Context: an optimization exercise on an open-source flow, tuned for small area, a short achievable clock period and few clock cycles per item. The choices shown serve that exercise and are no tape-out recipe.
Function was checked by simulation only, so behaviour that the tests miss may differ from the original.
Power and IR drop assume default switching activity.

[config.mk]
export PLATFORM = sky130hd
export DESIGN_NAME = alu_unit
export DESIGN_NICKNAME = alu_unit
export VERILOG_FILES = /design/flow/design.v
export SDC_FILE = /design/flow/constraint.sdc
export NUM_CORES = 4
export LEC_CHECK = 0
export CAP_MARGIN = 20
export CORE_MARGIN = 2
export CORE_UTILIZATION = 40
export SLEW_MARGIN = 20
[constraint.sdc]
create_clock -name core_clock -period 85.0 [get_ports {clk}]
set_input_delay 17.0000 -clock core_clock [delete_from_list [all_inputs] [get_ports {clk}]]
set_output_delay 17.0000 -clock core_clock [all_outputs]
set_load 0.01 [all_outputs]
[design.v]
module ALU #(parameter W = 32) (
    input  [W-1:0] x,
    input  [W-1:0] y,
    input          ci,
    output [W-1:0] s,
    output         co
);
    wire [W:0] c;
    assign c[0] = ci;
    genvar j;
    generate for (j = 0; j < W; j = j + 1) begin : g
        assign s[j]   = x[j] ^ y[j] ^ c[j];
        assign c[j+1] = (x[j] & y[j]) | (c[j] & (x[j] ^ y[j]));
    end endgenerate
    assign co = c[W];
endmodule
module alu_unit (
    input             clk,
    input             rst,
    input             in_valid,
    output            in_ready,
    input      [3:0]  op,
    input      [31:0] a,
    input      [31:0] b,
    output            out_valid,
    output     [63:0] result
);
    localparam OP_AND = 4'd0, OP_OR = 4'd1, OP_ADD = 4'd2, OP_SUB = 4'd3,
               OP_NEG = 4'd4, OP_NOT = 4'd5, OP_SHL = 4'd6, OP_SHR = 4'd7,
               OP_ROL = 4'd8, OP_ROR = 4'd9, OP_MUL = 4'd10, OP_DIV = 4'd11;
    reg [31:0] ra, rb;
    reg [63:0] rr;
    reg [5:0]  cnt;
    reg        rdy, ov;
    reg        bprev, sgn_a, sgn_q;
    reg s_first, s_mul, s_dalign, s_diter, s_dfixr, s_dfixq;
    reg f_and, f_or, f_not, f_add, f_subneg, f_shl, f_shr, f_rot, f_rneg,
        f_mul, f_div;
    reg xs_acc, xs_rp, xs_a, xs_lo, xinv, xsgn_a, mm_mul, mm_p1, mm_m1,
        m_signed, m_first;
    assign in_ready  = rdy;
    assign out_valid = ov;
    assign result    = rr;
    wire accept = in_valid & rdy & ~rst;
    function [5:0] lzc32;
        input [31:0] x;
        reg [1:0] c2 [0:15]; reg z2 [0:15];
        reg [2:0] c4 [0:7];  reg z4 [0:7];
        reg [3:0] c8 [0:3];  reg z8 [0:3];
        reg [4:0] c16 [0:1]; reg z16 [0:1];
        integer i;
        begin
            for (i = 0; i < 16; i = i + 1) begin
                z2[i] = ~(x[2*i+1] | x[2*i]);
                c2[i] = {1'b0, ~x[2*i+1]};
            end
            for (i = 0; i < 8; i = i + 1) begin
                z4[i] = z2[2*i+1] & z2[2*i];
                c4[i] = z2[2*i+1] ? {1'b1, c2[2*i][0:0]} : {1'b0, c2[2*i+1][0:0]};
            end
            for (i = 0; i < 4; i = i + 1) begin
                z8[i] = z4[2*i+1] & z4[2*i];
                c8[i] = z4[2*i+1] ? {1'b1, c4[2*i][1:0]} : {1'b0, c4[2*i+1][1:0]};
            end
            for (i = 0; i < 2; i = i + 1) begin
                z16[i] = z8[2*i+1] & z8[2*i];
                c16[i] = z8[2*i+1] ? {1'b1, c8[2*i][2:0]} : {1'b0, c8[2*i+1][2:0]};
            end
            lzc32 = (z16[1] & z16[0]) ? 6'd32 :
                    z16[1] ? {2'b01, c16[0][3:0]} : {2'b00, c16[1][3:0]};
        end
    endfunction
    wire inv_a = s_first & ra[31];
    wire [5:0] clz_a = lzc32(ra ^ {32{inv_a}});
    wire [5:0] clz_b = lzc32(rb ^ {32{rb[31]}});
    wire [6:0] nq0 = {1'b0, clz_b} - {1'b0, clz_a} + {6'd0, inv_a} + 7'd1;
    wire       nq_le0 = nq0[6] | (nq0 == 7'd0);
    wire [5:0] nq = (!nq0[6] && nq0 > 7'd32) ? 6'd32 : nq0[5:0];
    wire       b_zero = (rb == 32'd0);
    wire       d_quick = f_div & (b_zero | nq_le0);    
    wire       d_abs   = f_div & ~d_quick & ra[31];    
    wire       d_go    = f_div & ~d_quick & ~ra[31];   
    wire [31:0] rprime = {rr[62:32], rr[31]};
    wire [32:0] xop = (({33{xs_acc}} & {rr[63], rr[63:32]})
                     | ({33{xs_rp}}  & {1'b0, rprime})
                     | ({33{xs_a}}   & {ra[31] & xsgn_a, ra})
                     | ({33{xs_lo}}  & {1'b0, rr[31:0]})) ^ {33{xinv}};
    wire        cin = xinv;
    wire [31:0] mult = m_first ? ra : rr[31:0];
    wire [8:0]  mb = mm_mul ? {mult[7:0], bprev & ~m_first} : {{8{mm_m1}}, mm_p1};
    wire [32:0] mext = {rb[31] & m_signed, rb};
    function [33:0] booth_row;
        input [2:0]  bits;    
        input [32:0] m;
        reg one, two;
        reg [33:0] mag;
        begin
            one = bits[1] ^ bits[0];
            two = (bits[2] & ~bits[1] & ~bits[0]) | (~bits[2] & bits[1] & bits[0]);
            mag = ({34{one}} & {m[32], m}) | ({34{two}} & {m, 1'b0});
            booth_row = mag ^ {34{bits[2]}};
        end
    endfunction
    wire [33:0] pp0 = booth_row(mb[2:0], mext);
    wire [33:0] pp1 = booth_row(mb[4:2], mext);
    wire [33:0] pp2 = booth_row(mb[6:4], mext);
    wire [33:0] pp3 = booth_row(mb[8:6], mext);
    wire [3:0]  pneg = {mb[8], mb[6], mb[4], mb[2]};
    wire [39:0] msum;
    wire t0_s = xop[4] ^ pp0[4];
    wire t0_c = xop[4] & pp0[4];
    wire t1_s = xop[5] ^ pp0[5];
    wire t1_c = xop[5] & pp0[5];
    wire t2_s = xop[6] ^ pp0[6] ^ pp1[4];
    wire t2_c = (xop[6] & pp0[6]) | (xop[6] & pp1[4]) | (pp0[6] & pp1[4]);
    wire t3_s = pp2[2] ^ pp3[0];
    wire t3_c = pp2[2] & pp3[0];
    wire t4_s = xop[7] ^ pp0[7] ^ pp1[5];
    wire t4_c = (xop[7] & pp0[7]) | (xop[7] & pp1[5]) | (pp0[7] & pp1[5]);
    wire t5_s = pp2[3] ^ pp3[1];
    wire t5_c = pp2[3] & pp3[1];
    wire t6_s = xop[8] ^ pp0[8] ^ pp1[6];
    wire t6_c = (xop[8] & pp0[8]) | (xop[8] & pp1[6]) | (pp0[8] & pp1[6]);
    wire t7_s = pp2[4] ^ pp3[2];
    wire t7_c = pp2[4] & pp3[2];
    wire t8_s = xop[9] ^ pp0[9] ^ pp1[7];
    wire t8_c = (xop[9] & pp0[9]) | (xop[9] & pp1[7]) | (pp0[9] & pp1[7]);
    wire t9_s = pp2[5] ^ pp3[3];
    wire t9_c = pp2[5] & pp3[3];
    wire t10_s = xop[10] ^ pp0[10] ^ pp1[8];
    wire t10_c = (xop[10] & pp0[10]) | (xop[10] & pp1[8]) | (pp0[10] & pp1[8]);
    wire t11_s = pp2[6] ^ pp3[4];
    wire t11_c = pp2[6] & pp3[4];
    wire t12_s = xop[11] ^ pp0[11] ^ pp1[9];
    wire t12_c = (xop[11] & pp0[11]) | (xop[11] & pp1[9]) | (pp0[11] & pp1[9]);
    wire t13_s = pp2[7] ^ pp3[5];
    wire t13_c = pp2[7] & pp3[5];
    wire t14_s = xop[12] ^ pp0[12] ^ pp1[10];
    wire t14_c = (xop[12] & pp0[12]) | (xop[12] & pp1[10]) | (pp0[12] & pp1[10]);
    wire t15_s = pp2[8] ^ pp3[6];
    wire t15_c = pp2[8] & pp3[6];
    wire t16_s = xop[13] ^ pp0[13] ^ pp1[11];
    wire t16_c = (xop[13] & pp0[13]) | (xop[13] & pp1[11]) | (pp0[13] & pp1[11]);
    wire t17_s = pp2[9] ^ pp3[7];
    wire t17_c = pp2[9] & pp3[7];
    wire t18_s = xop[14] ^ pp0[14] ^ pp1[12];
    wire t18_c = (xop[14] & pp0[14]) | (xop[14] & pp1[12]) | (pp0[14] & pp1[12]);
    wire t19_s = pp2[10] ^ pp3[8];
    wire t19_c = pp2[10] & pp3[8];
    wire t20_s = xop[15] ^ pp0[15] ^ pp1[13];
    wire t20_c = (xop[15] & pp0[15]) | (xop[15] & pp1[13]) | (pp0[15] & pp1[13]);
    wire t21_s = pp2[11] ^ pp3[9];
    wire t21_c = pp2[11] & pp3[9];
    wire t22_s = xop[16] ^ pp0[16] ^ pp1[14];
    wire t22_c = (xop[16] & pp0[16]) | (xop[16] & pp1[14]) | (pp0[16] & pp1[14]);
    wire t23_s = pp2[12] ^ pp3[10];
    wire t23_c = pp2[12] & pp3[10];
    wire t24_s = xop[17] ^ pp0[17] ^ pp1[15];
    wire t24_c = (xop[17] & pp0[17]) | (xop[17] & pp1[15]) | (pp0[17] & pp1[15]);
    wire t25_s = pp2[13] ^ pp3[11];
    wire t25_c = pp2[13] & pp3[11];
    wire t26_s = xop[18] ^ pp0[18] ^ pp1[16];
    wire t26_c = (xop[18] & pp0[18]) | (xop[18] & pp1[16]) | (pp0[18] & pp1[16]);
    wire t27_s = pp2[14] ^ pp3[12];
    wire t27_c = pp2[14] & pp3[12];
    wire t28_s = xop[19] ^ pp0[19] ^ pp1[17];
    wire t28_c = (xop[19] & pp0[19]) | (xop[19] & pp1[17]) | (pp0[19] & pp1[17]);
    wire t29_s = pp2[15] ^ pp3[13];
    wire t29_c = pp2[15] & pp3[13];
    wire t30_s = xop[20] ^ pp0[20] ^ pp1[18];
    wire t30_c = (xop[20] & pp0[20]) | (xop[20] & pp1[18]) | (pp0[20] & pp1[18]);
    wire t31_s = pp2[16] ^ pp3[14];
    wire t31_c = pp2[16] & pp3[14];
    wire t32_s = xop[21] ^ pp0[21] ^ pp1[19];
    wire t32_c = (xop[21] & pp0[21]) | (xop[21] & pp1[19]) | (pp0[21] & pp1[19]);
    wire t33_s = pp2[17] ^ pp3[15];
    wire t33_c = pp2[17] & pp3[15];
    wire t34_s = xop[22] ^ pp0[22] ^ pp1[20];
    wire t34_c = (xop[22] & pp0[22]) | (xop[22] & pp1[20]) | (pp0[22] & pp1[20]);
    wire t35_s = pp2[18] ^ pp3[16];
    wire t35_c = pp2[18] & pp3[16];
    wire t36_s = xop[23] ^ pp0[23] ^ pp1[21];
    wire t36_c = (xop[23] & pp0[23]) | (xop[23] & pp1[21]) | (pp0[23] & pp1[21]);
    wire t37_s = pp2[19] ^ pp3[17];
    wire t37_c = pp2[19] & pp3[17];
    wire t38_s = xop[24] ^ pp0[24] ^ pp1[22];
    wire t38_c = (xop[24] & pp0[24]) | (xop[24] & pp1[22]) | (pp0[24] & pp1[22]);
    wire t39_s = pp2[20] ^ pp3[18];
    wire t39_c = pp2[20] & pp3[18];
    wire t40_s = xop[25] ^ pp0[25] ^ pp1[23];
    wire t40_c = (xop[25] & pp0[25]) | (xop[25] & pp1[23]) | (pp0[25] & pp1[23]);
    wire t41_s = pp2[21] ^ pp3[19];
    wire t41_c = pp2[21] & pp3[19];
    wire t42_s = xop[26] ^ pp0[26] ^ pp1[24];
    wire t42_c = (xop[26] & pp0[26]) | (xop[26] & pp1[24]) | (pp0[26] & pp1[24]);
    wire t43_s = pp2[22] ^ pp3[20];
    wire t43_c = pp2[22] & pp3[20];
    wire t44_s = xop[27] ^ pp0[27] ^ pp1[25];
    wire t44_c = (xop[27] & pp0[27]) | (xop[27] & pp1[25]) | (pp0[27] & pp1[25]);
    wire t45_s = pp2[23] ^ pp3[21];
    wire t45_c = pp2[23] & pp3[21];
    wire t46_s = xop[28] ^ pp0[28] ^ pp1[26];
    wire t46_c = (xop[28] & pp0[28]) | (xop[28] & pp1[26]) | (pp0[28] & pp1[26]);
    wire t47_s = pp2[24] ^ pp3[22];
    wire t47_c = pp2[24] & pp3[22];
    wire t48_s = xop[29] ^ pp0[29] ^ pp1[27];
    wire t48_c = (xop[29] & pp0[29]) | (xop[29] & pp1[27]) | (pp0[29] & pp1[27]);
    wire t49_s = pp2[25] ^ pp3[23];
    wire t49_c = pp2[25] & pp3[23];
    wire t50_s = xop[30] ^ pp0[30] ^ pp1[28];
    wire t50_c = (xop[30] & pp0[30]) | (xop[30] & pp1[28]) | (pp0[30] & pp1[28]);
    wire t51_s = pp2[26] ^ pp3[24];
    wire t51_c = pp2[26] & pp3[24];
    wire t52_s = xop[31] ^ pp0[31] ^ pp1[29];
    wire t52_c = (xop[31] & pp0[31]) | (xop[31] & pp1[29]) | (pp0[31] & pp1[29]);
    wire t53_s = pp2[27] ^ pp3[25];
    wire t53_c = pp2[27] & pp3[25];
    wire t54_s = ~xop[32] ^ pp0[32] ^ pp1[30];
    wire t54_c = (~xop[32] & pp0[32]) | (~xop[32] & pp1[30]) | (pp0[32] & pp1[30]);
    wire t55_s = pp2[28] ^ pp3[26] ^ 1'b1;
    wire t55_c = (pp2[28] & pp3[26]) | (pp2[28] & 1'b1) | (pp3[26] & 1'b1);
    wire t56_s = ~pp0[33] ^ pp1[31] ^ pp2[29];
    wire t56_c = (~pp0[33] & pp1[31]) | (~pp0[33] & pp2[29]) | (pp1[31] & pp2[29]);
    wire t57_s = pp1[32] ^ pp2[30];
    wire t57_c = pp1[32] & pp2[30];
    wire t58_s = xop[0] ^ pp0[0];
    wire t58_c = xop[0] & pp0[0];
    wire t59_s = xop[2] ^ pp0[2];
    wire t59_c = xop[2] & pp0[2];
    wire t60_s = xop[3] ^ pp0[3];
    wire t60_c = xop[3] & pp0[3];
    wire t61_s = pp1[2] ^ pp2[0] ^ pneg[2];
    wire t61_c = (pp1[2] & pp2[0]) | (pp1[2] & pneg[2]) | (pp2[0] & pneg[2]);
    wire t62_s = pp1[3] ^ pp2[1] ^ t1_s;
    wire t62_c = (pp1[3] & pp2[1]) | (pp1[3] & t1_s) | (pp2[1] & t1_s);
    wire t63_s = pneg[3] ^ t2_s ^ t3_s;
    wire t63_c = (pneg[3] & t2_s) | (pneg[3] & t3_s) | (t2_s & t3_s);
    wire t64_s = t4_s ^ t5_s ^ t2_c;
    wire t64_c = (t4_s & t5_s) | (t4_s & t2_c) | (t5_s & t2_c);
    wire t65_s = t6_s ^ t7_s ^ t4_c;
    wire t65_c = (t6_s & t7_s) | (t6_s & t4_c) | (t7_s & t4_c);
    wire t66_s = t8_s ^ t9_s ^ t6_c;
    wire t66_c = (t8_s & t9_s) | (t8_s & t6_c) | (t9_s & t6_c);
    wire t67_s = t10_s ^ t11_s ^ t8_c;
    wire t67_c = (t10_s & t11_s) | (t10_s & t8_c) | (t11_s & t8_c);
    wire t68_s = t12_s ^ t13_s ^ t10_c;
    wire t68_c = (t12_s & t13_s) | (t12_s & t10_c) | (t13_s & t10_c);
    wire t69_s = t14_s ^ t15_s ^ t12_c;
    wire t69_c = (t14_s & t15_s) | (t14_s & t12_c) | (t15_s & t12_c);
    wire t70_s = t16_s ^ t17_s ^ t14_c;
    wire t70_c = (t16_s & t17_s) | (t16_s & t14_c) | (t17_s & t14_c);
    wire t71_s = t18_s ^ t19_s ^ t16_c;
    wire t71_c = (t18_s & t19_s) | (t18_s & t16_c) | (t19_s & t16_c);
    wire t72_s = t20_s ^ t21_s ^ t18_c;
    wire t72_c = (t20_s & t21_s) | (t20_s & t18_c) | (t21_s & t18_c);
    wire t73_s = t22_s ^ t23_s ^ t20_c;
    wire t73_c = (t22_s & t23_s) | (t22_s & t20_c) | (t23_s & t20_c);
    wire t74_s = t24_s ^ t25_s ^ t22_c;
    wire t74_c = (t24_s & t25_s) | (t24_s & t22_c) | (t25_s & t22_c);
    wire t75_s = t26_s ^ t27_s ^ t24_c;
    wire t75_c = (t26_s & t27_s) | (t26_s & t24_c) | (t27_s & t24_c);
    wire t76_s = t28_s ^ t29_s ^ t26_c;
    wire t76_c = (t28_s & t29_s) | (t28_s & t26_c) | (t29_s & t26_c);
    wire t77_s = t30_s ^ t31_s ^ t28_c;
    wire t77_c = (t30_s & t31_s) | (t30_s & t28_c) | (t31_s & t28_c);
    wire t78_s = t32_s ^ t33_s ^ t30_c;
    wire t78_c = (t32_s & t33_s) | (t32_s & t30_c) | (t33_s & t30_c);
    wire t79_s = t34_s ^ t35_s ^ t32_c;
    wire t79_c = (t34_s & t35_s) | (t34_s & t32_c) | (t35_s & t32_c);
    wire t80_s = t36_s ^ t37_s ^ t34_c;
    wire t80_c = (t36_s & t37_s) | (t36_s & t34_c) | (t37_s & t34_c);
    wire t81_s = t38_s ^ t39_s ^ t36_c;
    wire t81_c = (t38_s & t39_s) | (t38_s & t36_c) | (t39_s & t36_c);
    wire t82_s = t40_s ^ t41_s ^ t38_c;
    wire t82_c = (t40_s & t41_s) | (t40_s & t38_c) | (t41_s & t38_c);
    wire t83_s = t42_s ^ t43_s ^ t40_c;
    wire t83_c = (t42_s & t43_s) | (t42_s & t40_c) | (t43_s & t40_c);
    wire t84_s = t44_s ^ t45_s ^ t42_c;
    wire t84_c = (t44_s & t45_s) | (t44_s & t42_c) | (t45_s & t42_c);
    wire t85_s = t46_s ^ t47_s ^ t44_c;
    wire t85_c = (t46_s & t47_s) | (t46_s & t44_c) | (t47_s & t44_c);
    wire t86_s = t48_s ^ t49_s ^ t46_c;
    wire t86_c = (t48_s & t49_s) | (t48_s & t46_c) | (t49_s & t46_c);
    wire t87_s = t50_s ^ t51_s ^ t48_c;
    wire t87_c = (t50_s & t51_s) | (t50_s & t48_c) | (t51_s & t48_c);
    wire t88_s = t52_s ^ t53_s ^ t50_c;
    wire t88_c = (t52_s & t53_s) | (t52_s & t50_c) | (t53_s & t50_c);
    wire t89_s = t54_s ^ t55_s ^ t52_c;
    wire t89_c = (t54_s & t55_s) | (t54_s & t52_c) | (t55_s & t52_c);
    wire t90_s = pp3[27] ^ t56_s ^ t54_c;
    wire t90_c = (pp3[27] & t56_s) | (pp3[27] & t54_c) | (t56_s & t54_c);
    wire t91_s = pp3[28] ^ 1'b1 ^ t57_s;
    wire t91_c = (pp3[28] & 1'b1) | (pp3[28] & t57_s) | (1'b1 & t57_s);
    wire t92_s = ~pp1[33] ^ pp2[31] ^ pp3[29];
    wire t92_c = (~pp1[33] & pp2[31]) | (~pp1[33] & pp3[29]) | (pp2[31] & pp3[29]);
    wire t93_s = pp2[32] ^ pp3[30];
    wire t93_c = pp2[32] & pp3[30];
    wire t94_s = pneg[0] ^ cin;
    wire t94_c = pneg[0] & cin;
    wire t95_s = xop[1] ^ pp0[1] ^ t58_c;
    wire t95_c = (xop[1] & pp0[1]) | (xop[1] & t58_c) | (pp0[1] & t58_c);
    wire t96_s = pp1[0] ^ pneg[1] ^ t59_s;
    wire t96_c = (pp1[0] & pneg[1]) | (pp1[0] & t59_s) | (pneg[1] & t59_s);
    wire t97_s = pp1[1] ^ t60_s ^ t59_c;
    wire t97_c = (pp1[1] & t60_s) | (pp1[1] & t59_c) | (t60_s & t59_c);
    wire t98_s = t0_s ^ t61_s ^ t60_c;
    wire t98_c = (t0_s & t61_s) | (t0_s & t60_c) | (t61_s & t60_c);
    wire t99_s = t0_c ^ t62_s ^ t61_c;
    wire t99_c = (t0_c & t62_s) | (t0_c & t61_c) | (t62_s & t61_c);
    wire t100_s = t1_c ^ t63_s ^ t62_c;
    wire t100_c = (t1_c & t63_s) | (t1_c & t62_c) | (t63_s & t62_c);
    wire t101_s = t3_c ^ t64_s ^ t63_c;
    wire t101_c = (t3_c & t64_s) | (t3_c & t63_c) | (t64_s & t63_c);
    wire t102_s = t5_c ^ t65_s ^ t64_c;
    wire t102_c = (t5_c & t65_s) | (t5_c & t64_c) | (t65_s & t64_c);
    wire t103_s = t7_c ^ t66_s ^ t65_c;
    wire t103_c = (t7_c & t66_s) | (t7_c & t65_c) | (t66_s & t65_c);
    wire t104_s = t9_c ^ t67_s ^ t66_c;
    wire t104_c = (t9_c & t67_s) | (t9_c & t66_c) | (t67_s & t66_c);
    wire t105_s = t11_c ^ t68_s ^ t67_c;
    wire t105_c = (t11_c & t68_s) | (t11_c & t67_c) | (t68_s & t67_c);
    wire t106_s = t13_c ^ t69_s ^ t68_c;
    wire t106_c = (t13_c & t69_s) | (t13_c & t68_c) | (t69_s & t68_c);
    wire t107_s = t15_c ^ t70_s ^ t69_c;
    wire t107_c = (t15_c & t70_s) | (t15_c & t69_c) | (t70_s & t69_c);
    wire t108_s = t17_c ^ t71_s ^ t70_c;
    wire t108_c = (t17_c & t71_s) | (t17_c & t70_c) | (t71_s & t70_c);
    wire t109_s = t19_c ^ t72_s ^ t71_c;
    wire t109_c = (t19_c & t72_s) | (t19_c & t71_c) | (t72_s & t71_c);
    wire t110_s = t21_c ^ t73_s ^ t72_c;
    wire t110_c = (t21_c & t73_s) | (t21_c & t72_c) | (t73_s & t72_c);
    wire t111_s = t23_c ^ t74_s ^ t73_c;
    wire t111_c = (t23_c & t74_s) | (t23_c & t73_c) | (t74_s & t73_c);
    wire t112_s = t25_c ^ t75_s ^ t74_c;
    wire t112_c = (t25_c & t75_s) | (t25_c & t74_c) | (t75_s & t74_c);
    wire t113_s = t27_c ^ t76_s ^ t75_c;
    wire t113_c = (t27_c & t76_s) | (t27_c & t75_c) | (t76_s & t75_c);
    wire t114_s = t29_c ^ t77_s ^ t76_c;
    wire t114_c = (t29_c & t77_s) | (t29_c & t76_c) | (t77_s & t76_c);
    wire t115_s = t31_c ^ t78_s ^ t77_c;
    wire t115_c = (t31_c & t78_s) | (t31_c & t77_c) | (t78_s & t77_c);
    wire t116_s = t33_c ^ t79_s ^ t78_c;
    wire t116_c = (t33_c & t79_s) | (t33_c & t78_c) | (t79_s & t78_c);
    wire t117_s = t35_c ^ t80_s ^ t79_c;
    wire t117_c = (t35_c & t80_s) | (t35_c & t79_c) | (t80_s & t79_c);
    wire t118_s = t37_c ^ t81_s ^ t80_c;
    wire t118_c = (t37_c & t81_s) | (t37_c & t80_c) | (t81_s & t80_c);
    wire t119_s = t39_c ^ t82_s ^ t81_c;
    wire t119_c = (t39_c & t82_s) | (t39_c & t81_c) | (t82_s & t81_c);
    wire t120_s = t41_c ^ t83_s ^ t82_c;
    wire t120_c = (t41_c & t83_s) | (t41_c & t82_c) | (t83_s & t82_c);
    wire t121_s = t43_c ^ t84_s ^ t83_c;
    wire t121_c = (t43_c & t84_s) | (t43_c & t83_c) | (t84_s & t83_c);
    wire t122_s = t45_c ^ t85_s ^ t84_c;
    wire t122_c = (t45_c & t85_s) | (t45_c & t84_c) | (t85_s & t84_c);
    wire t123_s = t47_c ^ t86_s ^ t85_c;
    wire t123_c = (t47_c & t86_s) | (t47_c & t85_c) | (t86_s & t85_c);
    wire t124_s = t49_c ^ t87_s ^ t86_c;
    wire t124_c = (t49_c & t87_s) | (t49_c & t86_c) | (t87_s & t86_c);
    wire t125_s = t51_c ^ t88_s ^ t87_c;
    wire t125_c = (t51_c & t88_s) | (t51_c & t87_c) | (t88_s & t87_c);
    wire t126_s = t53_c ^ t89_s ^ t88_c;
    wire t126_c = (t53_c & t89_s) | (t53_c & t88_c) | (t89_s & t88_c);
    wire t127_s = t55_c ^ t90_s ^ t89_c;
    wire t127_c = (t55_c & t90_s) | (t55_c & t89_c) | (t90_s & t89_c);
    wire t128_s = t56_c ^ t91_s ^ t90_c;
    wire t128_c = (t56_c & t91_s) | (t56_c & t90_c) | (t91_s & t90_c);
    wire t129_s = t57_c ^ t92_s ^ t91_c;
    wire t129_c = (t57_c & t92_s) | (t57_c & t91_c) | (t92_s & t91_c);
    wire t130_s = 1'b1 ^ t93_s ^ t92_c;
    wire t130_c = (1'b1 & t93_s) | (1'b1 & t92_c) | (t93_s & t92_c);
    wire t131_s = ~pp2[33] ^ pp3[31] ^ t93_c;
    wire t131_c = (~pp2[33] & pp3[31]) | (~pp2[33] & t93_c) | (pp3[31] & t93_c);
    wire t132_s = pp3[32] ^ 1'b1;
    wire t132_c = pp3[32] & 1'b1;
    wire [39:0] csa_a = {~pp3[33], t132_s, t131_s, t130_s, t129_s, t128_s, t127_s, t126_s, t125_s, t124_s, t123_s, t122_s, t121_s, t120_s, t119_s, t118_s, t117_s, t116_s, t115_s, t114_s, t113_s, t112_s, t111_s, t110_s, t109_s, t108_s, t107_s, t106_s, t105_s, t104_s, t103_s, t102_s, t101_s, t100_s, t99_s, t98_s, t97_s, t96_s, t95_s, t58_s};
    wire [39:0] csa_b = {t132_c, t131_c, t130_c, t129_c, t128_c, t127_c, t126_c, t125_c, t124_c, t123_c, t122_c, t121_c, t120_c, t119_c, t118_c, t117_c, t116_c, t115_c, t114_c, t113_c, t112_c, t111_c, t110_c, t109_c, t108_c, t107_c, t106_c, t105_c, t104_c, t103_c, t102_c, t101_c, t100_c, t99_c, t98_c, t97_c, t96_c, t95_c, t94_c, t94_s};
    wire [24:0] rc;
    assign rc[0] = 1'b0;
    genvar gj;
    generate for (gj = 0; gj < 24; gj = gj + 1) begin : g_cpa
        assign msum[gj] = csa_a[gj] ^ csa_b[gj] ^ rc[gj];
        assign rc[gj+1] = (csa_a[gj] & csa_b[gj]) | (rc[gj] & (csa_a[gj] ^ csa_b[gj]));
    end endgenerate
    wire [40-24:0] hsum = {csa_a[39:24], 1'b1} + {csa_b[39:24], rc[24]};
    assign msum[39:24] = hsum[40-24:1];
    wire       sh_div = f_div | s_dalign;
    wire [4:0] amt  = sh_div ? nq[4:0] : rb[4:0];
    wire [4:0] rot  = (sh_div | f_rneg) ? (5'd0 - amt) : amt;
    wire [31:0] r1 = rot[0] ? {ra[30:0], ra[31]}    : ra;
    wire [31:0] r2 = rot[1] ? {r1[29:0], r1[31:30]} : r1;
    wire [31:0] r3 = rot[2] ? {r2[27:0], r2[31:28]} : r2;
    wire [31:0] r4 = rot[3] ? {r3[23:0], r3[31:24]} : r3;
    wire [31:0] rotv = rot[4] ? {r4[15:0], r4[31:16]} : r4;
    wire       mk32 = f_shr && (rb[4:0] == 5'd0);
    reg  [31:0] m;
    integer mj;
    always @(*)
        for (mj = 0; mj < 32; mj = mj + 1)
            m[mj] = !mk32 && (mj[4:0] >= rot);
    wire shl_ok = (rb[31:6] == 26'd0);
    wire shr_ok = (rb[31:5] == 27'd0);
    wire lo_m  = (f_shl & shl_ok & ~rb[5]) | sh_div;         
    wire lo_nm = f_shr & shr_ok;                             
    wire hi_nm = (f_shl & shl_ok & ~rb[5]) | sh_div;         
    wire hi_m  = f_shl & shl_ok & rb[5];                     
    wire [31:0] sh_lo = rotv & (({32{lo_m}} & m) | ({32{lo_nm}} & ~m) | {32{f_rot}});
    wire [31:0] sh_hi = rotv & (({32{hi_nm}} & ~m) | ({32{hi_m}} & m));
    wire qbit = ~msum[32];
    wire t_shift = f_shl | f_shr | f_rot | d_go | (s_dalign & ~nq_le0);
    wire t_mul   = f_mul | s_mul;
    wire t_ra    = d_quick | (s_dalign & nq_le0);    
    wire [63:0] rr_n =
          ({64{f_and}}    & {32'd0, ra & rb})
        | ({64{f_or}}     & {32'd0, ra | rb})
        | ({64{f_not}}    & {32'd0, ~rb})
        | ({64{f_add}}    & {31'd0, msum[32:0]})
        | ({64{f_subneg}} & {{32{msum[32]}}, msum[31:0]})
        | ({64{t_shift}}  & {sh_hi, sh_lo})
        | ({64{t_mul}}    & {msum[39:8], msum[7:0], mult[31:8]})
        | ({64{t_ra}}     & {ra, {32{b_zero & f_div}}})
        | ({64{s_diter}}  & {qbit ? msum[31:0] : rprime, rr[30:0], qbit})
        | ({64{s_dfixr}}  & {msum[31:0], rr[31:0]})
        | ({64{s_dfixq}}  & {rr[63:32], msum[31:0]});
    wire last_mul  = (cnt == 6'd1);
    wire first_end = s_first & ~f_mul & ~(f_div & ~d_quick);
    wire fin = first_end | (s_mul & last_mul)
             | (s_diter & last_mul & ~sgn_a & ~sgn_q)
             | (s_dfixr & ~sgn_q) | s_dfixq;
    wire sa_n = f_div ? ra[31] : sgn_a;
    wire sq_n = f_div ? (ra[31] ^ rb[31]) : sgn_q;
    wire n_mul    = (s_first & f_mul) | (s_mul & ~last_mul);
    wire n_dalign = d_abs;
    wire n_diter  = d_go | (s_dalign & ~nq_le0) | (s_diter & ~last_mul);
    wire n_dfixr  = (s_dalign & nq_le0) | (s_diter & last_mul & sgn_a);
    wire n_dfixq  = (s_diter & last_mul & ~sgn_a & sgn_q) | (s_dfixr & sgn_q);
    wire [5:0] cnt_n = (f_mul) ? 6'd3 :
                       (d_go | s_dalign) ? nq : cnt - 6'd1;
    wire busy_n = (n_mul & (cnt_n != 6'd1)) | n_dalign
                | (n_diter & ~((cnt_n == 6'd1) & ~sa_n & ~sq_n))
                | (n_dfixr & sq_n);
    wire op_multi = (op == OP_MUL) || (op == OP_DIV);
    always @(posedge clk) begin
        if (rst) begin
            rdy <= 1'b1; ov <= 1'b0;
            s_first <= 1'b0; s_mul <= 1'b0; s_dalign <= 1'b0;
            s_diter <= 1'b0; s_dfixr <= 1'b0; s_dfixq <= 1'b0;
        end else begin
            rdy <= accept ? ~op_multi : ~busy_n;
            ov  <= fin;
            s_first  <= accept;
            s_mul    <= n_mul;
            s_dalign <= n_dalign;
            s_diter  <= n_diter;
            s_dfixr  <= n_dfixr;
            s_dfixq  <= n_dfixq;
        end
        f_and    <= accept & (op == OP_AND);
        f_or     <= accept & (op == OP_OR);
        f_not    <= accept & (op == OP_NOT);
        f_add    <= accept & (op == OP_ADD);
        f_subneg <= accept & ((op == OP_SUB) | (op == OP_NEG));
        f_shl    <= accept & (op == OP_SHL);
        f_shr    <= accept & (op == OP_SHR);
        f_rot    <= accept & ((op == OP_ROL) | (op == OP_ROR));
        f_rneg   <= accept & ((op == OP_ROR) | (op == OP_SHR));
        f_mul    <= accept & (op == OP_MUL);
        f_div    <= accept & (op == OP_DIV);
        xs_acc   <= n_mul | n_dfixr;
        xs_rp    <= n_diter;
        xs_a     <= accept & ((op == OP_ADD) | (op == OP_SUB) | (op == OP_DIV));
        xs_lo    <= n_dfixq;
        xinv     <= (accept & (op == OP_DIV)) | n_dfixr | n_dfixq;
        xsgn_a   <= accept & (op == OP_DIV);
        mm_mul   <= (accept & (op == OP_MUL)) | n_mul;
        mm_p1    <= (accept & (op == OP_ADD)) | (n_diter & rb[31]);
        mm_m1    <= (accept & ((op == OP_SUB) | (op == OP_NEG))) | (n_diter & ~rb[31]);
        m_signed <= (accept & ((op == OP_MUL) | (op == OP_DIV))) | n_mul | n_diter;
        m_first  <= accept & (op == OP_MUL);
        if (rdy) begin
            ra <= a;
            rb <= b;
        end else if (d_abs) begin
            ra <= msum[31:0];
        end
        rr    <= rr_n;
        cnt   <= cnt_n;
        bprev <= mult[7];
        sgn_a <= sa_n;
        sgn_q <= sq_n;
    end
endmodule
[flow/run.sh]
#!/bin/bash
set -euo pipefail
export BUFFER_PORTS_ARGS="-buffer_cell sky130_fd_sc_hd__buf_2"
bash standard.sh synth > synth.log 2>&1
bash standard.sh floorplan > floorplan.log 2>&1
bash standard.sh place > place.log 2>&1
bash standard.sh cts > cts.log 2>&1
bash standard.sh route > route.log 2>&1
bash standard.sh finish > finish.log 2>&1
[standard.sh]
#!/bin/bash
# synth_recipe.tcl (not shown) runs the flow's synth.tcl, then flattens the netlist and writes it again
# the make line also repeats each setting of config.mk as NAME=value (left out here)
make -C /OpenROAD-flow-scripts/flow DESIGN_CONFIG=/design/flow/config.mk WORK_HOME=/design/flow/orfs CLKGATE_MAP_FILE= SYNTH_SCRIPT=/design/flow/synth_recipe.tcl "${@:-finish}"
==> results of run 1 <==
[worst min path at each step]
stage	start	end	cells past startpoint
global placement	sgn_q	sgn_q	2
CTS	sgn_q	xs_lo	2
detailed placement	sgn_q	sgn_q	2
floorplan	sgn_q	xs_lo	2
global route	sgn_a	sgn_a	2
finish	sgn_a	sgn_a	2
[flip-flops by register name (all words and copies together), names as in the netlist, 6 cells and up]
| signal | count |
|---|---|
| cnt | 6 |
| ra | 32 |
| rb | 32 |
| rr | 64 |
[metal layers]
metal,up-vias,global-route usage,share of wire
li1,9899,-,-
met1,11200,0.500,0.40
met2,1712,0.518,0.40
met3,297,0.112,0.13
met4,10,0.211,0.063
met5,-,0,0.00065
[stage by stage]
stage | hold WS, ns | cell area [µm²] | power, W | instances
final | 0.561 | 23500 | 0.000322 | 3382
after global routing | 0.602 | 23500 | 0.000333 | 3381
after CTS | 0.559 | 23500 | 0.000317 | 3379
after detailed placement | 0.547 | 22900 | 0.000234 | 3347
after global placement | 0.507 | 22900 | 0.000232 | 3347
after floorplan | 0.471 | 21700 | 0.000180 | 2699
[cell type report]
cell class / instances / area, µm² / area share
Inverter: 184 / 691 / 0.0293
Sequential cell: 165 / 3950 / 0.168
Clock buffer: 20 / 458 / 0.0195
Clock inverter: 12 / 143 / 0.00606
Multi-Input combinational cell: 2081 / 16100 / 0.683
Antenna cell: 1 / 2.50 / 0.000106
Tap cell: 696 / 871 / 0.0370
Timing Repair Buffer: 223 / 1340 / 0.0571
[cells in the final DEF, fill, tap and decap left out, types with 83 or more instances in the layout]
cell,n
xnor2_1,89
dfxtp_1,96
buf_2,137
a22oi_1,125
o21ai_0,147
inv_1,181
nor2_1,198
mux2i_1,115
fa_1,119
nand2_1,224
a221oi_1,83
buf_4,85
a21oi_1,165
[where the power goes]
part / switching (W) / leakage, nW / total (W) / internal, W
combinational: 0.0000920 / 7.70 / 0.000138 / 0.0000463
clock: 0.0000387 / 0.285 / 0.0000841 / 0.0000454
sequential: 0.0000116 / 1.50 / 0.0000996 / 0.0000881
[cell families after synthesis]
group                      after synthesis
adders and majority gates              190
xor gates and xnor gates               162
buffers and inverters                  453
AOI/OAI and AO/OA                      900
and+or+nand+nor                        643
DFF                                    165
muxes                                  186
==> summary.txt, run 1 <==
Status
  • Status: no timing/DRC/antenna violations

Pwr
  • Worst vdd ir: 18.7 µV
  • Leakage: 9.48 nW
  • Power density cells: 13.7 nW/µm²

Global routing
  • Largest net degree at the start of global routing: 70
  • Initial antenna violation count: 8
  • GRT overflow: 0
  • First-pass GRT wire length: 152 mm
  • Vias in the first global route: 21400
  • Total GRT Usage: 0.369

Finish
  • Layout cell share with drive strength beyond 1: 0.141
  • Finished Core Util: 0.438
  • Fill count: 5331
  • Area Growth Syn to Fin: 8.67%
  • NumNets Final: 2933

Drt
  • Drt first pass iters: 10
  • Vias per cell: 6.84
  • Post-route DRC violation count: 0
  • Antenna-violating nets left: 0
  • Final Routed Wirelength: 106 mm
  • Vias: 23100
  • Iter 0 DRT Violations: 3811
  • Avg WL per Cell: 31.2 µm

STA
  • Worst-margin pin slew: 1.20 ns
  • Final Setup Violations: 0
  • F_max: 0.0544 GHz
  • Crit path time final: 18.39 ns
  • Clk_skew: 0.0135 ns
  • TNS Setup: 0 ns
  • Pins Over Slew Limit: 0
  • Rel. slew slack: 0.201
  • Hold Vio Cnt, Final: 0
  • Final setup margin: 66.61 ns
  • Final Cycle Share: 0.216
  • RSZ-0062 raised after global routing: false

Yosys
  • Post-synth top area cell: fa_1
  • Top cell type's share of synthesized area: 0.110
  • Syn Nets: 2960
  • Multiplexer share of the synthesized area: 0.0912
  • Most frequent cell after synthesis: clkbuf_1
  • Post-synthesis sequential area ratio: 0.182
  • Post-synth EDFFs: 64
  • Netlist cell types: 94
  • Largest family of logic cells by synthesized area: compound AO/OA/AOI/OAI gates
  • Synth Area in Simple Gates: 0.134
  • Synthesized area per cell: 8.02 µm²
  • Yosys reg bits: 165
  • Post-Syn Area: 21700 µm²
  • Async set-reset flop share out of synthesis: 0
  • Compound-gate portion of the synthesized area: 0.295
  • Xor/xnor share of the synthesized area: 0.0659
  • Top cells by count, synth: clkbuf_1 (238), nand2_1 (224), nor2_1 (202), inv_1 (181), a21oi_1 (169)
  • Yosys warnings: 17
  • Post-Synthesis Cells: 2699
  • Post-Synth Adder-Cell Area: 0.151
  • Top cells by area, synth: fa_1 (11%), dfxtp_1 (9.3%), edfxtp_1 (8.9%)
  • Main synth FF type: dfxtp_1

Critical path
  • Largest delay share family, worst path: flip-flops
  • Crit path max fanout: 6
  • CP max-delay cell: dfxtp_1
  • FF-to-FF End: rr[52]
  • CP startpoint: rr[31]
  • Bufs and invs on worst path: 1
  • Worst path depth: 1
  • Worst Setup Start Kind: flop
  • CP Cell Sequence: buf_2
  • Critical Path AT: 1.39 ns
  • R2r setup slk: 67.75 ns
  • Worst stage delay on the critical path: 0.65 ns
  • Worst Setup End Kind: output pin
  • CP endpoint: result[31]
  • R2R cell count: 47
  • Setup CP Type: reg2out
  • Worst r2r src: f_mul
  • Critical Path RT: 68.00 ns

Clock network
  • H-tree depth: 4
  • Post-CTS Setup Inserts: 0
  • CTS Buffer Depth: 2
  • Hold_buf cts: 0
  • Clock root buffer: clkbuf_16
  • Resize count post-CTS: 0
  • Worst-path clk slew: 0.08 ns
  • Clk sinks: 165
  • Worst skew pair latency: 0.50 ns
  • CTS tree: done
  • TritonCTS Buffers: 17

Floorplanning
  • Die width: 237 µm
  • I/O pin count: 137
  • Starting Density: 0.403
  • Chip height: 237 µm
  • # rows: 85
  • Core region area: 53700 µm²
  • Die ar.: 56000 µm²

Min path
  • Hold WC Path Type: reg2reg

Flow run
  • Max-Cap Viols: 0

Place
  • Pre-CTS WS: 66.59 ns
  • Routability congestion estimate: 1.01
  • Hpwl dp: 77.0 mm
  • I/O Buffers: 136
Testbench counts, summed over its fixed seeds: cycles 40,837, items 24,000.
==> inputs of run 2 (changes only) <==
--- a/config.mk
+++ b/config.mk
@@ -7,5 +7,6 @@
 export LEC_CHECK = 0
-export CAP_MARGIN = 20
+export ABC_AREA = 1
+export CAP_MARGIN = 0
 export CORE_MARGIN = 2
 export CORE_UTILIZATION = 40
-export SLEW_MARGIN = 20
+export SLEW_MARGIN = 0
==> run 2 against run 1 <==
Net effect: still clean on timing, DRC and antenna; sequential power rose by 6%; area after synthesis fell by 2.2%; count of clock-buffer cells in the layout fell by 1; hold slack got worse by 0.045 ns; sequential cell count did not move; clock skew rose by 0.0032 ns; synthesized cell count rose by 17%; cell count rose by 15%; worst setup slack improved by 0.021 ns; die area fell by 2.2%; non-clock buffer count fell by 29; combinational power rose by 67%; critical path type unchanged.
==> summary.txt, run 2 <==
Pwr
  • Leakage: 10.7 nW (was 9.48 nW)
  • Clock power frac: 0.204 (was 0.261)
  • Sequential power share: 0.251 (was 0.309)
  • Psw: 0.000225 W (was 0.000142 W)
  • Worst vdd ir: 16.9 µV (was 18.7 µV)
  • Comb power frac: 0.545 (was 0.429)
  • Pint: 0.000197 W (was 0.000180 W)
  • Switching share of power: 0.534 (was 0.442)
  • Power density cells: 18.4 nW/µm² (was 13.7 nW/µm²)

Critical path
  • Critical Path AT: 1.37 ns (was 1.39 ns)
  • Largest delay share family, worst path: flip-flops (unchanged)
  • Critical Path RT: 68.00 ns (about the same)
  • Setup CP Type: reg2out (unchanged)
  • Crit path max fanout: 34 (was 6)
  • Worst Setup End Kind: output pin (unchanged)
  • Worst stage delay on the critical path: 0.63 ns (was 0.65 ns)
  • R2r setup slk: 67.50 ns (was 67.75 ns)
  • CP Cell Sequence: buf_2 (unchanged)
  • CP max-delay cell: dfxtp_4 (was dfxtp_1)
  • Worst Setup Start Kind: flop (unchanged)
  • Bufs and invs on worst path: 1 (unchanged)

Drt
  • Iter 0 DRT Violations: 3934 (was 3811)
  • Post-route DRC violation count: 0 (unchanged)
  • Vias per cell: 6.40 (was 6.84)
  • Drt first pass iters: 8 (was 10)
  • Antenna-violating nets left: 0 (unchanged)
  • Vias: 24900 (was 23100)
  • Avg WL per Cell: 30.8 µm (was 31.2 µm)
  • Final Routed Wirelength: 120 mm (was 106 mm)

Floorplanning
  • Core region area: 52400 µm² (was 53700 µm²)
  • Starting Density: 0.404 (was 0.403)
  • Die ar.: 54800 µm² (was 56000 µm²)
  • I/O pin count: 137 (unchanged)
  • Die width: 234 µm (was 237 µm)
  • Chip height: 234 µm (was 237 µm)
  • # rows: 84 (was 85)

Yosys
  • Post-Syn Area: 21200 µm² (was 21700 µm²)
  • Main synth FF type: dfxtp_1 (unchanged)
  • Post-synthesis sequential area ratio: 0.186 (was 0.182)
  • Top cells by count, synth: nand2_1 (744), inv_1 (374), o22ai_1 (233), nand3_1 (216), xor2_1 (194) (was clkbuf_1 (238), nand2_1 (224), nor2_1 (202), inv_1 (181), a21oi_1 (169))
  • Netlist cell types: 57 (was 94)
  • Post-synth top area cell: nand2_1 (was fa_1)
  • Yosys warnings: 17 (unchanged)
  • Most frequent cell after synthesis: nand2_1 (was clkbuf_1)
  • Top cell type's share of synthesized area: 0.132 (was 0.110)
  • Post-synth EDFFs: 64 (unchanged)
  • Top cells by area, synth: nand2_1 (13%), fa_1 (11%), dfxtp_1 (9.5%) (was fa_1 (11%), dfxtp_1 (9.3%), edfxtp_1 (8.9%))
  • Yosys reg bits: 165 (unchanged)
  • Synthesized area per cell: 6.70 µm² (was 8.02 µm²)
  • Post-Synthesis Cells: 3162 (was 2699)
  • Async set-reset flop share out of synthesis: 0 (unchanged)
  • Syn Nets: 3423 (was 2960)

STA
  • F_max: 0.0544 GHz (about the same)
  • Final Setup Violations: 0 (unchanged)
  • Pins Over Slew Limit: 0 (unchanged)
  • Clk_skew: 0.0167 ns (was 0.0135 ns)
  • Hold Vio Cnt, Final: 0 (unchanged)
  • Worst-margin pin slew: 1.18 ns (was 1.20 ns)
  • Worst hold slack: 0.516 ns (was 0.561 ns)
  • Crit path time final: 18.37 ns (was 18.39 ns)
  • Rel. slew slack: 0.192 (was 0.201)
  • Final Cycle Share: 0.216 (about the same)
  • TNS Setup: 0 ns (unchanged)
  • RSZ-0062 raised after global routing: false (unchanged)

Global routing
  • Largest net degree at the start of global routing: 67 (was 70)
  • First-pass GRT wire length: 165 mm (was 152 mm)
  • Total GRT Usage: 0.429 (was 0.369)
  • Initial antenna violation count: 10 (was 8)
  • GRT overflow: 0 (unchanged)
  • Vias in the first global route: 22600 (was 21400)

Status
  • Status: no timing/DRC/antenna violations (unchanged)

Finish
  • Commonest non-fill, non-tap cell in the layout: nand2_1 (unchanged)
  • NumNets Final: 3441 (was 2933)
  • Final Cell Area: 23000 µm² (was 23500 µm²)
  • Commonest cells after routing, fill and taps aside: nand2_1 (743), inv_1 (374), o22ai_1 (232) (was nand2_1 (224), nor2_1 (198), inv_1 (181))
  • Area Growth Syn to Fin: 8.52% (was 8.67%)
  • Layout cell share with drive strength beyond 1: 0.0864 (was 0.141)
  • Largest registers: rr x64, ra x32, rb x32 (unchanged)
  • Largest register FFs: 64 (unchanged)
  • Finished Core Util: 0.438 (about the same)
  • Top reg by flops: rr (unchanged)

Place
  • Hpwl dp: 92.7 mm (was 77.0 mm)
  • I/O Buffers: 136 (unchanged)
  • Cell area after placement: 22400 µm² (was 22900 µm²)
  • Routability congestion estimate: 1.05 (was 1.01)

Clock network
  • Clk sinks: 165 (unchanged)
  • Worst skew pair latency: 0.51 ns (was 0.50 ns)
  • CTS Buffer Depth: 2 (unchanged)
  • Worst-path clk slew: 0.08 ns (about the same)
  • TritonCTS Buffers: 17 (unchanged)
  • Resize count post-CTS: 0 (unchanged)
  • CTS tree: done (unchanged)
  • Clock root buffer: clkbuf_16 (unchanged)
  • Post-CTS Setup Inserts: 0 (unchanged)
  • H-tree depth: 4 (unchanged)
  • Hold_buf cts: 0 (unchanged)

Min path
  • Hold WC Path Type: reg2reg (unchanged)

Flow run
  • Max-Cap Viols: 0 (unchanged)
-- run 2: cell families (layout without fill, tap and decap cells) --
| kind of cell | after synthesis | after routing | synth area share |
|---|---|---|---|
| adders and majority gates | 190 | 190 | 0.154 |
| muxes | 1 | 1 | 0.000473 |
| AOI/OAI and AO/OA | 737 | 737 | 0.213 |
| other | 0 | 3 | 0 |
| buffers and inverters | 604 | 635 | 0.112 |
| DFF | 165 | 165 | 0.186 |
| xor gates and xnor gates | 201 | 201 | 0.0831 |
| and+or+nand+nor | 1264 | 1264 | 0.251 |
-- run 2: final cells by class --
class                   count  area [µm²]
fillers                  5595       29500
multi-input cells        2393       14900
flip-flops and latches    165        3950
inverters                 409        1540
repair buffers            194        1120
well taps                 688         861
clock buffers              19         447
clock inverters            13         156
diodes                      3        7.51
-- run 2: final timing paths --
kind,endpoint,cells past startpoint,startpoint
worst min-delay path,xs_lo,2,sgn_q
worst max-delay path,in_ready,1,rdy
worst min register to register,xs_lo,2,sgn_q
worst max register to register,rr[43],48,ra[1]
-- run 2: through the flow --
step / total power (W) / cells / setup WS (ns)
global route: 0.000436 / 3881 / 66.56
detailed placement: 0.000328 / 3849 / 66.95
CTS: 0.000414 / 3881 / 66.59
finish: 0.000423 / 3884 / 66.63
floorplan: 0.000229 / 3162 / 66.93
global placement: 0.000326 / 3849 / 66.98
-- run 2: routing by layer --
layer	part of all wire	track usage
met4	0.072	0.269
met5	0.0018	0.0170
met1	0.39	0.565
met2	0.41	0.620
met3	0.12	0.115
-- run 2: power groups by stage --
| stage | Clock (W) | Sequential (W) | Combinational [W] |
|---|---|---|---|
| after floorplan | 0 | 0.0000993 | 0.000130 |
| after global placement | 0 | 0.000106 | 0.000219 |
| after detailed placement | 0 | 0.000106 | 0.000221 |
| after CTS | 0.0000868 | 0.000105 | 0.000222 |
| after global routing | 0.0000888 | 0.000106 | 0.000242 |
| final | 0.0000861 | 0.000106 | 0.000230 |
==> inputs of run 3 (changes only) <==
==> run.sh (new file) <==
#!/bin/bash
# synth_recipe.tcl (not shown) runs the flow's synth.tcl, then flattens the netlist and writes it again
# the make line also repeats each setting of config.mk as NAME=value (left out here)
make -C /OpenROAD-flow-scripts/flow DESIGN_CONFIG=/design/flow/config.mk WORK_HOME=/design/flow/orfs CLKGATE_MAP_FILE= SYNTH_SCRIPT=/design/flow/synth_recipe.tcl finish
--- a/config.mk
+++ b/config.mk
@@ -7,6 +7,5 @@
 export LEC_CHECK = 0
-export ABC_AREA = 1
-export CAP_MARGIN = 0
+export CAP_MARGIN = 20
 export CORE_MARGIN = 2
 export CORE_UTILIZATION = 40
-export SLEW_MARGIN = 0
+export SLEW_MARGIN = 20
removed: flow/run.sh
removed: standard.sh
==> run 3 against run 2 <==
Net effect: still clean on timing, DRC and antenna; count of clock-buffer cells in the layout stayed put; synthesized cell count is 15% lower; cell count is 13% lower; area after synthesis is 2.2% higher; total power is 23% lower; sequential cell count stayed put; core utilization is 1.2 points higher; hold slack better by 0.036 ns; clock power is 5.0% lower; clock skew is 0.0029 ns higher; highest routed layer unchanged.
==> summary.txt, run 3 <==
Drt
  • Met2 routed WL: 45.0 mm (was 49.3 mm)
  • Vias per cell: 6.89 (was 6.40)
  • Vias: 23300 (was 24900)
  • Met1 wire length: 43.1 mm (was 47.0 mm)
  • Post-route DRC violation count: 0 (unchanged)
  • Iter 0 DRT Violations: 4028 (was 3934)
  • Top sig layer: met5 (unchanged)
  • Drt first pass iters: 13 (was 8)
  • Final Routed Wirelength: 108 mm (was 120 mm)
  • Avg WL per Cell: 32.0 µm (was 30.8 µm)
  • Met3 WL post-DR: 13.4 mm (was 14.5 mm)
  • Antenna-violating nets left: 0 (unchanged)

Finish
  • Largest registers: rr x64, ra x32, rb x32 (unchanged)
  • Area Growth Syn to Fin: 11.6% (was 8.52%)
  • NumNets Final: 2931 (was 3441)
  • Top reg by flops: rr (unchanged)
  • Commonest non-fill, non-tap cell in the layout: nand2_1 (unchanged)
  • Layout cell share with drive strength beyond 1: 0.0902 (was 0.0864)
  • Final Cell Area: 24200 µm² (was 23000 µm²)
  • Largest register FFs: 64 (unchanged)
  • Finished Core Util: 0.450 (was 0.438)
  • Commonest cells after routing, fill and taps aside: nand2_1 (224), nor2_1 (198), inv_1 (181) (was nand2_1 (743), inv_1 (374), o22ai_1 (232))

Critical path
  • Critical Path RT: 68.00 ns (about the same)
  • R2r setup slk: 67.25 ns (was 67.50 ns)
  • Bufs and invs on worst path: 1 (unchanged)
  • Worst r2r src: f_mul (was ra[1])
  • Crit path max fanout: 6 (was 34)
  • Critical Path AT: 1.78 ns (was 1.37 ns)
  • Worst stage delay on the critical path: 0.64 ns (was 0.63 ns)
  • FF-to-FF End: rr[59] (was rr[43])
  • Largest delay share family, worst path: buffers and inverters (was flip-flops)
  • Worst Setup End Kind: output pin (unchanged)
  • CP max-delay cell: clkdlybuf4s50_1 (was dfxtp_4)
  • CP Cell Sequence: clkdlybuf4s50_1 (was buf_2)
  • Setup CP Type: reg2out (unchanged)
  • R2R cell count: 47 (was 48)
  • Worst Setup Start Kind: flop (unchanged)

Yosys
  • Netlist cell types: 94 (was 57)
  • Post-Synthesis Cells: 2699 (was 3162)
  • Largest family of logic cells by synthesized area: compound AO/OA/AOI/OAI gates (was simple AND/OR/NAND/NOR gates)
  • Post-synth top area cell: fa_1 (was nand2_1)
  • Top cell type's share of synthesized area: 0.110 (was 0.132)
  • Synthesized area per cell: 8.02 µm² (was 6.70 µm²)
  • Post-Synth Adder-Cell Area: 0.151 (was 0.154)
  • Async set-reset flop share out of synthesis: 0 (unchanged)
  • Multiplexer share of the synthesized area: 0.0912 (was 0.000473)
  • Compound-gate portion of the synthesized area: 0.295 (was 0.213)
  • Yosys reg bits: 165 (unchanged)
  • Post-synthesis sequential area ratio: 0.182 (was 0.186)
  • Syn Nets: 2960 (was 3423)
  • Most frequent cell after synthesis: clkbuf_1 (was nand2_1)
  • Top cells by count, synth: clkbuf_1 (238), nand2_1 (224), nor2_1 (202), inv_1 (181), a21oi_1 (169) (was nand2_1 (744), inv_1 (374), o22ai_1 (233), nand3_1 (216), xor2_1 (194))
  • Post-synth EDFFs: 64 (unchanged)
  • Synth Area in Simple Gates: 0.134 (was 0.251)
  • Post-Syn Area: 21700 µm² (was 21200 µm²)
  • Yosys warnings: 17 (unchanged)
  • Top cells by area, synth: fa_1 (11%), dfxtp_1 (9.3%), edfxtp_1 (8.9%) (was nand2_1 (13%), fa_1 (11%), dfxtp_1 (9.5%))
  • Main synth FF type: dfxtp_1 (unchanged)
  • Xor/xnor share of the synthesized area: 0.0659 (was 0.0831)

Global routing
  • Total GRT Usage: 0.379 (was 0.429)
  • Initial antenna violation count: 8 (was 10)
  • First-pass GRT wire length: 155 mm (was 165 mm)
  • Largest net degree at the start of global routing: 71 (was 67)
  • Vias in the first global route: 21800 (was 22600)
  • GRT overflow: 0 (unchanged)

Clock network
  • CTS tree: done (unchanged)
  • Post-CTS Setup Inserts: 0 (unchanged)
  • Worst-path clk slew: 0.08 ns (about the same)
  • Clk sinks: 165 (unchanged)
  • Resize count post-CTS: 0 (unchanged)
  • TritonCTS Buffers: 17 (unchanged)
  • H-tree depth: 4 (unchanged)
  • Clock root buffer: clkbuf_16 (unchanged)
  • Worst skew pair latency: 0.52 ns (was 0.51 ns)
  • CTS Buffer Depth: 2 (unchanged)
  • Hold_buf cts: 0 (unchanged)

STA
  • Rel. slew slack: 0.145 (was 0.192)
  • Final Cycle Share: 0.221 (was 0.216)
  • Clk_skew: 0.0196 ns (was 0.0167 ns)
  • F_max: 0.0532 GHz (was 0.0544 GHz)
  • Hold Vio Cnt, Final: 0 (unchanged)
  • RSZ-0062 raised after global routing: false (unchanged)
  • TNS Setup: 0 ns (unchanged)
  • Final Setup Violations: 0 (unchanged)
  • Final setup margin: 66.22 ns (was 66.63 ns)
  • Crit path time final: 18.78 ns (was 18.37 ns)
  • Worst-margin pin slew: 1.28 ns (was 1.18 ns)
  • Pins Over Slew Limit: 0 (unchanged)

Floorplanning
  • Die width: 237 µm (was 234 µm)
  • Chip height: 237 µm (was 234 µm)
  • Starting Density: 0.403 (was 0.404)
  • Core region area: 53700 µm² (was 52400 µm²)
  • # rows: 85 (was 84)
  • Die ar.: 56000 µm² (was 54800 µm²)
  • I/O pin count: 137 (unchanged)

Min path
  • Worst hold stages: 2 (unchanged)
  • Hold WC Path Type: reg2reg (unchanged)
  • Min-Delay Endpoint: xs_lo (unchanged)
  • Worst hold start: sgn_q (unchanged)

Place
  • Hpwl dp: 78.0 mm (was 92.7 mm)
  • Pre-CTS WS: 66.11 ns (was 66.95 ns)
  • I/O Buffers: 136 (unchanged)
  • Routability congestion estimate: 1.02 (was 1.05)
  • Cell area after placement: 23600 µm² (was 22400 µm²)

Flow run
  • Max-Cap Viols: 0 (unchanged)

Pwr
  • Psw: 0.000145 W (was 0.000225 W)
  • Clock power frac: 0.252 (was 0.204)
  • Power density cells: 13.4 nW/µm² (was 18.4 nW/µm²)
  • Comb power frac: 0.439 (was 0.545)
  • Pint: 0.000179 W (was 0.000197 W)
  • Leakage: 9.33 nW (was 10.7 nW)
  • Sequential power share: 0.309 (was 0.251)
  • Worst vdd ir: 16.9 µV (about the same)
  • Switching share of power: 0.447 (was 0.534)

Status
  • Status: no timing/DRC/antenna violations (unchanged)
-- run 3: per-stage QoR --
step	hold slack, ns	instances	total power, W
after floorplan	0.471	2699	0.000180
after detailed placement	0.517	3347	0.000238
final	0.551	3380	0.000324
after CTS	0.529	3379	0.000319
after global routing	0.579	3379	0.000335
after global placement	0.504	3346	0.000236
-- run 3: per-layer routing --
layer,global-route usage,vias to the layer above
met1,0.501,11300
met2,0.555,1727
li1,-,9882
met3,0.113,336
met4,0.202,12
met5,0,-
-- run 3: how the worst max path moves through the flow --
stage	end	startpoint	cells after the start	slack [ns]
6_report	result[31]	rr[31]	1	66.22
5_1_grt	result[31]	rr[31]	1	66.24
4_1_cts	result[10]	rr[10]	1	66.28
3_5_place_dp	xinv	rst	7	66.11
3_3_place_gp	xinv	rst	7	66.17
2_1_floorplan	rdy	rst	7	66.63
-- run 3: cells by family after synthesis --
| kind of cell | after synthesis |
|---|---|
| DFF | 165 |
| xor gates and xnor gates | 162 |
| AOI/OAI and AO/OA | 900 |
| muxes | 186 |
| buffers and inverters | 453 |
| and+or+nand+nor | 643 |
| adders and majority gates | 190 |
-- run 3: layout make-up --
type | instances | area, µm²
inverter | 184 | 691
clock inverter | 13 | 133
sequential | 165 | 3950
fill | 5297 | 29500
timing repair buffer | 221 | 2010
antenna | 1 | 2.50
multi-input combinational | 2081 | 16100
tap | 696 | 871
clock buffer | 19 | 443
-- run 3: power by group through the flow --
stage                     logic (W)  clock network [W]  registers (W)
after floorplan           0.0000861                  0      0.0000944
after global placement     0.000135                  0       0.000101
after CTS                  0.000138          0.0000823      0.0000993
after global routing       0.000150          0.0000850       0.000100
after detailed placement   0.000137                  0       0.000101
final                      0.000142          0.0000818       0.000100
==> inputs of run 4 (changes only) <==
--- a/design.v
+++ b/design.v
@@ -412,14 +412,25 @@
     wire t_ra    = d_quick | (s_dalign & nq_le0);    
-    wire [63:0] rr_n =
-          ({64{f_and}}    & {32'd0, ra & rb})
-        | ({64{f_or}}     & {32'd0, ra | rb})
-        | ({64{f_not}}    & {32'd0, ~rb})
-        | ({64{f_add}}    & {31'd0, msum[32:0]})
-        | ({64{f_subneg}} & {{32{msum[32]}}, msum[31:0]})
-        | ({64{t_shift}}  & {sh_hi, sh_lo})
-        | ({64{t_mul}}    & {msum[39:8], msum[7:0], mult[31:8]})
-        | ({64{t_ra}}     & {ra, {32{b_zero & f_div}}})
-        | ({64{s_diter}}  & {qbit ? msum[31:0] : rprime, rr[30:0], qbit})
-        | ({64{s_dfixr}}  & {msum[31:0], rr[31:0]})
-        | ({64{s_dfixq}}  & {rr[63:32], msum[31:0]});
+    wire l_sum  = f_add | f_subneg | s_dfixq;
+    wire h_msum = s_dfixr | (s_diter & qbit);
+    wire h_rp   = s_diter & ~qbit;
+    wire [31:0] rr_lo_n =
+          ({32{f_and}}   & (ra & rb))
+        | ({32{f_or}}    & (ra | rb))
+        | ({32{f_not}}   & ~rb)
+        | ({32{l_sum}}   & msum[31:0])
+        | ({32{t_shift}} & sh_lo)
+        | ({32{t_mul}}   & {msum[7:0], mult[31:8]})
+        | ({32{t_ra & b_zero & f_div}})
+        | ({32{s_diter}} & {rr[30:0], qbit})
+        | ({32{s_dfixr}} & rr[31:0]);
+    wire [31:0] rr_hi_n =
+          ({32{f_add}}    & {31'd0, msum[32]})
+        | ({32{f_subneg}} & {32{msum[32]}})
+        | ({32{t_shift}}  & sh_hi)
+        | ({32{t_mul}}    & msum[39:8])
+        | ({32{t_ra}}     & ra)
+        | ({32{h_msum}}   & msum[31:0])
+        | ({32{h_rp}}     & rprime)
+        | ({32{s_dfixq}}  & rr[63:32]);
+    wire [63:0] rr_n = {rr_hi_n, rr_lo_n};
     wire last_mul  = (cnt == 6'd1);
@@ -479,8 +490,4 @@
         m_first  <= accept & (op == OP_MUL);
-        if (rdy) begin
-            ra <= a;
-            rb <= b;
-        end else if (d_abs) begin
-            ra <= msum[31:0];
-        end
+        ra <= rdy ? a : msum[31:0];
+        if (rdy) rb <= b;
         rr    <= rr_n;
==> flow/run.sh (new file) <==
#!/bin/bash
# The standard layout (standard synthesis and ORFS steps unchanged) with
# two differences: the port buffers are buf_2 cells instead of the default
# delay buffer, and after the floorplan the flip-flops that drive the result
# port get the next drive strength of the same cell (dfxtp_1 -> dfxtp_2).
set -euo pipefail
export BUFFER_PORTS_ARGS="-buffer_cell sky130_fd_sc_hd__buf_2"
RES=orfs/results/${FLOW_PLATFORM}/alu_unit/base
bash standard.sh synth > synth.log 2>&1
bash standard.sh floorplan > floorplan.log 2>&1
cat > upsize.tcl <<EOS
read_liberty $FLOW_HOME/platforms/$FLOW_PLATFORM/lib/sky130_fd_sc_hd__tt_025C_1v80.lib
read_db $RES/2_floorplan.odb
set n 0
foreach inst [get_cells rr*] {
  set m [get_property \$inst ref_name]
  if {\$m eq "sky130_fd_sc_hd__dfxtp_1"} {
    replace_cell \$inst sky130_fd_sc_hd__dfxtp_2
    incr n
  }
}
puts "upsized \$n result flip-flops"
write_db $RES/2_floorplan.odb
EOS
openroad -no_init -exit upsize.tcl > upsize.log 2>&1
bash standard.sh place > place.log 2>&1
bash standard.sh cts > cts.log 2>&1
bash standard.sh route > route.log 2>&1
bash standard.sh finish > finish.log 2>&1
==> standard.sh (new file) <==
#!/bin/bash
# synth_recipe.tcl (not shown) runs the flow's synth.tcl, then flattens the netlist and writes it again
# the make line also repeats each setting of config.mk as NAME=value (left out here)
make -C /OpenROAD-flow-scripts/flow DESIGN_CONFIG=/design/flow/config.mk WORK_HOME=/design/flow/orfs CLKGATE_MAP_FILE= SYNTH_SCRIPT=/design/flow/synth_recipe.tcl "${@:-finish}"
--- a/config.mk
+++ b/config.mk
@@ -7,5 +7,6 @@
 export LEC_CHECK = 0
-export CAP_MARGIN = 20
+export ABC_AREA = 1
+export CAP_MARGIN = 0
 export CORE_MARGIN = 2
 export CORE_UTILIZATION = 40
-export SLEW_MARGIN = 20
+export SLEW_MARGIN = 0
removed: run.sh
==> run 4 against run 3 <==
Net effect: critical path type unchanged; critical endpoint is now in_ready; hold slack got worse by 0.016 ns; largest power group unchanged; die area decreased by 4.5%; non-clock buffer count decreased by 40; still clean.
==> summary.txt, run 4 <==
Yosys
  • Top cells by area, synth: dfxtp_1 (13%), nand2_1 (13%), fa_1 (12%) (was fa_1 (11%), dfxtp_1 (9.3%), edfxtp_1 (8.9%))
  • Post-Synthesis Cells: 3118 (was 2699)
  • Yosys reg bits: 165 (unchanged)
  • Netlist cell types: 55 (was 94)
  • Top cell type's share of synthesized area: 0.129 (was 0.110)
  • Yosys warnings: 17 (unchanged)
  • Most frequent cell after synthesis: nand2_1 (was clkbuf_1)
  • Top cells by count, synth: nand2_1 (709), inv_1 (373), nor2_1 (225), nand3_1 (214) (was clkbuf_1 (238), nand2_1 (224), nor2_1 (202), inv_1 (181), a21oi_1 (169))

Critical path
  • Crit path max fanout: 49 (was 6)
  • Critical Path RT: 68.00 ns (about the same)
  • Bufs and invs on worst path: 1 (unchanged)
  • Critical Path AT: 1.51 ns (was 1.78 ns)

STA
  • Rel. slew slack: 0.183 (was 0.145)
  • TNS Setup: 0 ns (unchanged)
  • RSZ-0062 raised after global routing: false (unchanged)

Pwr
  • Comb power frac: 0.505 (was 0.439)
  • Power density cells: 17.0 nW/µm² (was 13.4 nW/µm²)

Drt
  • Iter 0 DRT Violations: 3387 (was 4028)
  • Vias per cell: 6.24 (was 6.89)

Status
  • Status: no timing/DRC/antenna violations (unchanged)

Clock network
  • CTS Buffer Depth: 2 (unchanged)
  • Clock root buffer: clkbuf_16 (unchanged)
  • Post-CTS Setup Inserts: 0 (unchanged)
  • Worst-path clk slew: 0.08 ns (about the same)

Floorplanning
  • Die ar.: 53500 µm² (was 56000 µm²)
  • I/O pin count: 137 (unchanged)

Global routing
  • Initial antenna violation count: 3 (was 8)
  • Largest net degree at the start of global routing: 62 (was 71)
  • GRT overflow: 0 (unchanged)

Finish
  • NumNets Final: 3385 (was 2931)
  • Finished Core Util: 0.438 (was 0.450)
  • Commonest cells after routing, fill and taps aside: nand2_1 (709), inv_1 (373), nor2_1 (220) (was nand2_1 (224), nor2_1 (198), inv_1 (181))
  • Largest register FFs: 64 (unchanged)

Place
  • Hpwl dp: 79.5 mm (was 78.0 mm)
[run 4: cell count changes in the layout (fill, tap and decap cells not counted), sizes merged, moves of 34 or more]
cell	delta
nor2	+34
xnor2	-88
a22o	-39
nand2	+494
mux2i	-116
mux2	-64
buf	+96
o22ai	+150
nand3	+158
clkdlybuf4s50	-136
inv	+202
a222oi	-70
a22oi	-110
xor2	+124
[run 4: layout make-up]
| cell class | count | area (µm²) |
|---|---|---|
| Fill cell | 5386 | 28800 |
| Clock buffer | 17 | 425 |
| Tap cell | 680 | 851 |
| Clock inverter | 15 | 175 |
| Multi-Input combinational cell | 2352 | 14700 |
| Antenna cell | 2 | 5.00 |
| Inverter | 407 | 1530 |
| Timing Repair Buffer | 181 | 1020 |
| Sequential cell | 165 | 3710 |
[run 4: per-layer routing]
layer,track usage,routed length [µm],vias up
met5,0,0,-
met4,0.240,7200,0
met3,0.0942,12300,332
met2,0.564,43900,1642
met1,0.490,39600,11400
li1,-,-,10500
[run 4: cells by family (layout without fill, tap and decap cells)]
| logic type | after synthesis | in the layout | share of synthesized area |
|---|---|---|---|
| other | 0 | 2 | 0 |
| AO/OA/AOI/OAI | 720 | 720 | 0.215 |
| AND/OR/NAND/NOR | 1240 | 1240 | 0.250 |
| XOR/XNOR | 198 | 198 | 0.0840 |
| adder cells (fa/ha/maj) | 190 | 190 | 0.158 |
| flip-flops | 165 | 165 | 0.175 |
| buffers and inverters | 601 | 620 | 0.115 |
| multiplexers | 4 | 4 | 0.00212 |
[run 4: final timing paths]
check | startpoint | to | slack, ns | cells past startpoint
setup / recovery | rdy | in_ready | 66.49 | 1
hold / removal | sgn_a | sgn_a | 0.54 | 2
hold reg to reg | sgn_a | sgn_a | 0.54 | 2
setup reg to reg | f_mul | rr[63] | 68.98 | 49
[run 4: power by group through the flow]
| stage | sequential, W | combinational (W) | clock (W) |
|---|---|---|---|
| finish | 0.000105 | 0.000193 | 0.0000838 |
| global route | 0.000104 | 0.000208 | 0.0000860 |
| CTS | 0.000103 | 0.000186 | 0.0000836 |
| detailed placement | 0.000105 | 0.000185 | 0 |
| global placement | 0.000105 | 0.000183 | 0 |
| floorplan | 0.0000955 | 0.000121 | 0 |
[run 4: metrics by stage]
| step | cells | total power [W] | area, µm² | setup slack (ns) |
|---|---|---|---|---|
| floorplan | 3118 | 0.000216 | 20700 | 66.95 |
| global placement | 3785 | 0.000288 | 21800 | 66.78 |
| detailed placement | 3785 | 0.000290 | 21800 | 66.77 |
| CTS | 3817 | 0.000373 | 22400 | 66.49 |
| global route | 3817 | 0.000399 | 22400 | 66.47 |
| finish | 3819 | 0.000382 | 22400 | 66.49 |
